From an optimization exercise on the open Yosys and OpenROAD flow, aimed at small area, a short achievable clock period and few clock cycles per item; shortcuts taken in it are not production practice.
Where RTL was checked, it was by simulation tests only, not by an equivalence proof against the original.
Power is estimated from default activity; no workload was simulated.

==> flow/design.v <==
module crc_code_faulty_memory(
    input clk,
    input rst,
    input write,
    input read,
    input [7:0] data_in,
    input [3:0] addr_in,
    input [3:0] fault_addr,
    input [1:0] burst_error_length,
    input fault_enable,
    output mem_write_busy,
    output read_busy,
    output data_valid,
    output error_detected,
    output completed,
    output [7:0] data_out
);
    reg [7:0] mem [0:15];
    always @(posedge clk) begin
        if (write)
            mem[addr_in] <= data_in;
    end
    wire [4:0] burst_end = {1'b0, fault_addr} + {3'b000, burst_error_length};
    reg  [7:0] dmask;
    integer j;
    always @(*) begin
        for (j = 0; j < 8; j = j + 1)
            dmask[j] = fault_enable && (fault_addr <= j + 4) && (burst_end >= j + 4);
    end
    wire err = fault_enable && (fault_addr < 4'd12);
    reg       done_r, valid_r, error_r;
    reg [7:0] data_r;
    always @(posedge clk or posedge rst) begin
        if (rst) begin
            done_r  <= 1'b0;
            valid_r <= 1'b0;
            error_r <= 1'b0;
        end else begin
            done_r  <= read;
            valid_r <= read & ~err;
            error_r <= read & err;
        end
    end
    always @(posedge clk) begin
        data_r <= mem[addr_in] ^ dmask;
    end
    assign mem_write_busy = 1'b0;
    assign read_busy      = 1'b0;
    assign completed      = done_r;
    assign data_valid     = valid_r;
    assign error_detected = error_r;
    assign data_out       = data_r;
endmodule
make LEC_CHECK=0 CAP_MARGIN=20 CORE_MARGIN=2 CORE_UTILIZATION=70 PLACE_DENSITY=0.8 SETUP_SLACK_MARGIN=3.8 SLEW_MARGIN=20 finish   # period 6.0 ns
run.sh (not shown) runs the stock make flow with config.mk's settings and CLKGATE_MAP_FILE= SYNTH_SCRIPT=/design/flow/synth_recipe.tcl, a recipe that flattens the netlist after the stock synthesis.
Testbench counts at the start, summed over its fixed seeds: cycles 4,800, items 4,800.
Rerun with:
--- a/flow/design.v
+++ b/flow/design.v
@@ -21,12 +21,29 @@
             mem[addr_in] <= data_in;
     end
-    wire [4:0] burst_end = {1'b0, fault_addr} + {3'b000, burst_error_length};
+    reg       rd_p;
+    reg [3:0] addr_p;
+    reg [3:0] fault_addr_p;
+    reg [1:0] burst_len_p;
+    reg       fault_en_p;
+    always @(posedge clk or posedge rst) begin
+        if (rst)
+            rd_p <= 1'b0;
+        else
+            rd_p <= read;
+    end
+    always @(posedge clk) begin
+        addr_p       <= addr_in;
+        fault_addr_p <= fault_addr;
+        burst_len_p  <= burst_error_length;
+        fault_en_p   <= fault_enable;
+    end
+    wire [4:0] burst_end = {1'b0, fault_addr_p} + {3'b000, burst_len_p};
     reg  [7:0] dmask;
     integer j;
     always @(*) begin
         for (j = 0; j < 8; j = j + 1)
-            dmask[j] = fault_enable && (fault_addr <= j + 4) && (burst_end >= j + 4);
+            dmask[j] = fault_en_p && (fault_addr_p <= j + 4) && (burst_end >= j + 4);
     end
-    wire err = fault_enable && (fault_addr < 4'd12);
+    wire err = fault_en_p && (fault_addr_p < 4'd12);
     reg       done_r, valid_r, error_r;
     reg [7:0] data_r;
@@ -37,11 +54,11 @@
             error_r <= 1'b0;
         end else begin
-            done_r  <= read;
-            valid_r <= read & ~err;
-            error_r <= read & err;
+            done_r  <= rd_p;
+            valid_r <= rd_p & ~err;
+            error_r <= rd_p & err;
         end
     end
     always @(posedge clk) begin
-        data_r <= mem[addr_in] ^ dmask;
+        data_r <= mem[addr_p] ^ dmask;
     end
     assign mem_write_busy = 1'b0;
Routed wire length falls by a little under a tenth.
Clock-buffer cell count stays the same.
Total power goes up slightly.
Synthesized cell count is higher by roughly a tenth.
Clock power is about the same.
Final area goes up slightly.
Maximum frequency came out higher by about a fifth.
No functional check of the RTL was part of the second run of this note.

* * *

RTL: the design.v shown in full above, as it stands there.
make LEC_CHECK=0 CAP_MARGIN=20 CORE_MARGIN=2 CORE_UTILIZATION=40 PLACE_DENSITY=0.6 SLEW_MARGIN=20 finish   # period 6.0 ns
The first run passed the timing, DRC and antenna checks.
Testbench counts at the start, summed over its fixed seeds: cycles 4,800, items 4,800.
Next try:
--- a/flow/design.v
+++ b/flow/design.v
@@ -25,27 +25,42 @@
     integer j;
     always @(*) begin
         for (j = 0; j < 8; j = j + 1)
             dmask[j] = fault_enable && (fault_addr <= j + 4) && (burst_end >= j + 4);
     end
     wire err = fault_enable && (fault_addr < 4'd12);
+    reg       rd_p;
+    reg       err_p;
+    reg [3:0] addr_p;
+    reg [7:0] dmask_p;
+    always @(posedge clk or posedge rst) begin
+        if (rst)
+            rd_p <= 1'b0;
+        else
+            rd_p <= read;
+    end
+    always @(posedge clk) begin
+        err_p   <= err;
+        addr_p  <= addr_in;
+        dmask_p <= dmask;
+    end
     reg       done_r, valid_r, error_r;
     reg [7:0] data_r;
     always @(posedge clk or posedge rst) begin
         if (rst) begin
             done_r  <= 1'b0;
             valid_r <= 1'b0;
             error_r <= 1'b0;
         end else begin
-            done_r  <= read;
-            valid_r <= read & ~err;
-            error_r <= read & err;
+            done_r  <= rd_p;
+            valid_r <= rd_p & ~err_p;
+            error_r <= rd_p & err_p;
         end
     end
     always @(posedge clk) begin
-        data_r <= mem[addr_in] ^ dmask;
+        data_r <= mem[addr_p] ^ dmask_p;
     end
     assign mem_write_busy = 1'b0;
     assign read_busy      = 1'b0;
     assign completed      = done_r;
     assign data_valid     = valid_r;
     assign error_detected = error_r;
Power goes up by 7.6%.
Worst hold slack loses 0.40 ns.
Non-clock buffer count stays the same.
Count of clock-buffer cells in the layout goes up by 5.
Wire length goes up by 1.8%.
Cell area goes up by 7.0%.
Via count goes down by 0.60%.
Sequential share of layout area stays flat.
Worst setup slack gains 0.68 ns.
Clock skew goes up by 0.016 ns.
Testbench counts after the change, summed over its fixed seeds: cycles 4,806, items 4,800.

* * *

== middle ==
crc_code_faulty_memory with an RTL version that a note above also has.
For scale: about 330 cells after synthesis, roughly 150 flip-flops, roughly 36 I/O pins.
==> module crc_code_faulty_memory, before the edit <==
module crc_code_faulty_memory(
    input clk,
    input rst,
    input write,
    input read,
    input [7:0] data_in,
    input [3:0] addr_in,
    input [3:0] fault_addr,
    input [1:0] burst_error_length,
    input fault_enable,
    output mem_write_busy,
    output read_busy,
    output data_valid,
    output error_detected,
    output completed,
    output [7:0] data_out
);
    reg [7:0] mem [0:15];
    always @(posedge clk) begin
        if (write)
            mem[addr_in] <= data_in;
    end
    reg       rd_p;
    reg [3:0] addr_p;
    reg [3:0] fault_addr_p;
    reg [1:0] burst_len_p;
    reg       fault_en_p;
    always @(posedge clk or posedge rst) begin
        if (rst)
            rd_p <= 1'b0;
        else
            rd_p <= read;
    end
    always @(posedge clk) begin
        addr_p       <= addr_in;
        fault_addr_p <= fault_addr;
        burst_len_p  <= burst_error_length;
        fault_en_p   <= fault_enable;
    end
    wire [4:0] burst_end = {1'b0, fault_addr_p} + {3'b000, burst_len_p};
    reg  [7:0] dmask;
    integer j;
    always @(*) begin
        for (j = 0; j < 8; j = j + 1)
            dmask[j] = fault_en_p && (fault_addr_p <= j + 4) && (burst_end >= j + 4);
    end
    wire err = fault_en_p && (fault_addr_p < 4'd12);
    reg       done_r, valid_r, error_r;
    reg [7:0] data_r;
    always @(posedge clk or posedge rst) begin
        if (rst) begin
            done_r  <= 1'b0;
            valid_r <= 1'b0;
            error_r <= 1'b0;
        end else begin
            done_r  <= rd_p;
            valid_r <= rd_p & ~err;
            error_r <= rd_p & err;
        end
    end
    always @(posedge clk) begin
        data_r <= mem[addr_p] ^ dmask;
    end
    assign mem_write_busy = 1'b0;
    assign read_busy      = 1'b0;
    assign completed      = done_r;
    assign data_valid     = valid_r;
    assign error_detected = error_r;
    assign data_out       = data_r;
endmodule
export LEC_CHECK = 0
export CAP_MARGIN = 20
export CORE_MARGIN = 2
export CORE_UTILIZATION = 70
export PLACE_DENSITY = 0.8
export SETUP_SLACK_MARGIN = 3.8
export SLEW_MARGIN = 20
create_clock -name core_clock -period 6.0 [get_ports {clk}]
standard.sh (not shown) runs the stock make flow with config.mk's settings and CLKGATE_MAP_FILE= SYNTH_SCRIPT=/design/flow/synth_recipe.tcl, a recipe that flattens the netlist after the stock synthesis.
==> flow/flow/run.sh <==
#!/bin/bash
# Layout: the standard flow (standard.sh), with its synthesis unchanged and
# these ORFS settings for the later steps:
#  - port buffers of the smallest plain buffer (the resizer sizes them up as
#    timing needs) instead of the default delay-cell buffers;
#  - clock tree synthesis without dummy loads.
set -uo pipefail
EXTRA=("BUFFER_PORTS_ARGS=-buffer_cell sky130_fd_sc_hd__buf_1" "CTS_ARGS=-sink_clustering_enable -repair_clock_nets -dont_use_dummy_load -buf_list sky130_fd_sc_hd__clkbuf_8")
bash standard.sh synth > synth.log 2>&1 || { tail -n 30 synth.log; exit 1; }
bash standard.sh "${EXTRA[@]}" finish > layout.log 2>&1 || { tail -n 30 layout.log; exit 1; }
Modified inputs, south compared to middle
--- a/flow/design.v
+++ b/flow/design.v
@@ -14,15 +14,12 @@
     output error_detected,
     output completed,
     output [7:0] data_out
 );
-    reg [7:0] mem [0:15];
-    always @(posedge clk) begin
-        if (write)
-            mem[addr_in] <= data_in;
-    end
+    reg       wr_p;
     reg       rd_p;
     reg [3:0] addr_p;
+    reg [7:0] wdata_p;
     reg [3:0] fault_addr_p;
     reg [1:0] burst_len_p;
     reg       fault_en_p;
     always @(posedge clk or posedge rst) begin
@@ -31,12 +28,19 @@
         else
             rd_p <= read;
     end
     always @(posedge clk) begin
+        wr_p         <= write;
         addr_p       <= addr_in;
+        wdata_p      <= data_in;
         fault_addr_p <= fault_addr;
         burst_len_p  <= burst_error_length;
         fault_en_p   <= fault_enable;
+    end
+    reg [7:0] mem [0:15];
+    always @(posedge clk) begin
+        if (wr_p)
+            mem[addr_p] <= wdata_p;
     end
     wire [4:0] burst_end = {1'b0, fault_addr_p} + {3'b000, burst_len_p};
     reg  [7:0] dmask;
     integer j;
@@ -47,20 +51,17 @@
     wire err = fault_en_p && (fault_addr_p < 4'd12);
     reg       done_r, valid_r, error_r;
     reg [7:0] data_r;
     always @(posedge clk or posedge rst) begin
-        if (rst) begin
-            done_r  <= 1'b0;
-            valid_r <= 1'b0;
-            error_r <= 1'b0;
-        end else begin
-            done_r  <= rd_p;
-            valid_r <= rd_p & ~err;
-            error_r <= rd_p & err;
-        end
+        if (rst)
+            done_r <= 1'b0;
+        else
+            done_r <= rd_p;
     end
     always @(posedge clk) begin
-        data_r <= mem[addr_p] ^ dmask;
+        valid_r <= rd_p & ~err;
+        error_r <= rd_p & err;
+        data_r  <= mem[addr_p] ^ dmask;
     end
     assign mem_write_busy = 1'b0;
     assign read_busy      = 1'b0;
     assign completed      = done_r;
Notes after the runs:
[south] final period utilization fell 0.30 points relative to middle. [compare] base=middle new=south: core occupancy in the finished layout went down 1.3 points; number of filler cells placed in the layout decreased about 2.4%; clock period minus final worst setup slack saw a decrease; final design instance area without fill down 1.6%. Compared with middle, in south count of non-CTS inverters in the layout fell 1, total power went up 64 uW, share of cell area taken by muxes after synthesis decreased by 0.66 points relative to the old numbers, compound-cell area share of the yosys netlist went down. Comparing south and middle, the higher clock group share of total power is on middle. Delta (south minus middle): width of the die did not really move, number of violations of the max-capacitance limit did not really move. south | stages: all done | timing, DRC, antenna: all pass. Termination of the worst setup path = data_r[6]$_DFF_P_: south; termination of the worst setup path = mem[14][3]$_DFFE_PP_: middle.
Testbench counts of south, summed over its fixed seeds: cycles 4,806, items 4,800.
Only the layout flow was run in middle; the RTL was not checked for function there.

static timing again, ports no longer ideal:
The flow's constraints put no driver on any port. The routed layouts listed below were extracted and timed again, unchanged, in two steps.
Step 1, drivers: a clkbuf_16 drives clk and a buf_2 each remaining input, both assumed.
Step 2, shift: input delay + t, output delay - t, t = (earliest + latest rising clock arrival at the registers) / 2. This alone moves slack from input paths to output paths.
a / b / c = no drivers / after step 1 / after step 2; a / b = the first two.
| run | t (ns) | setup WS [ns] | worst hold slack (ns) | latest minus earliest clock arrival (ns) | pins driven straight from the clock port |
|---|---|---|---|---|---|
| the first run of note 1 | 0.559 | 3.431 / 3.422 / 2.863 | 0.793 / 0.793 / 0.793 | 0.017 / 0.018 | 1 |
| the second run of note 1 | 0.548 | 3.790 / 3.758 / 3.289 | 0.404 / 0.404 / 0.404 | 0.013 / 0.013 | 1 |
| the first run of note 2 | 0.447 | 2.432 / 2.445 / 1.998 | 0.797 / 0.797 / 0.797 | 0.008 / 0.008 | 1 |
| the second run of note 2 | 0.461 | 3.116 / 3.130 / 2.669 | 0.395 / 0.395 / 0.395 | 0.024 / 0.024 | 1 |
| middle | 0.459 | 3.856 / 3.866 / 3.412 | 0.386 / 0.386 / 0.386 | 0.041 / 0.040 | 1 |
| south | 0.449 | 3.874 / 3.866 / 3.874 | 0.411 / 0.411 / 0.411 | 0.040 / 0.040 | 1 |
After both steps setup and hold are still met in every run listed. For the first run of note 1, which loses most, drivers alone change the setup slack by -0.009 ns; drivers and shift together by -0.568 ns.
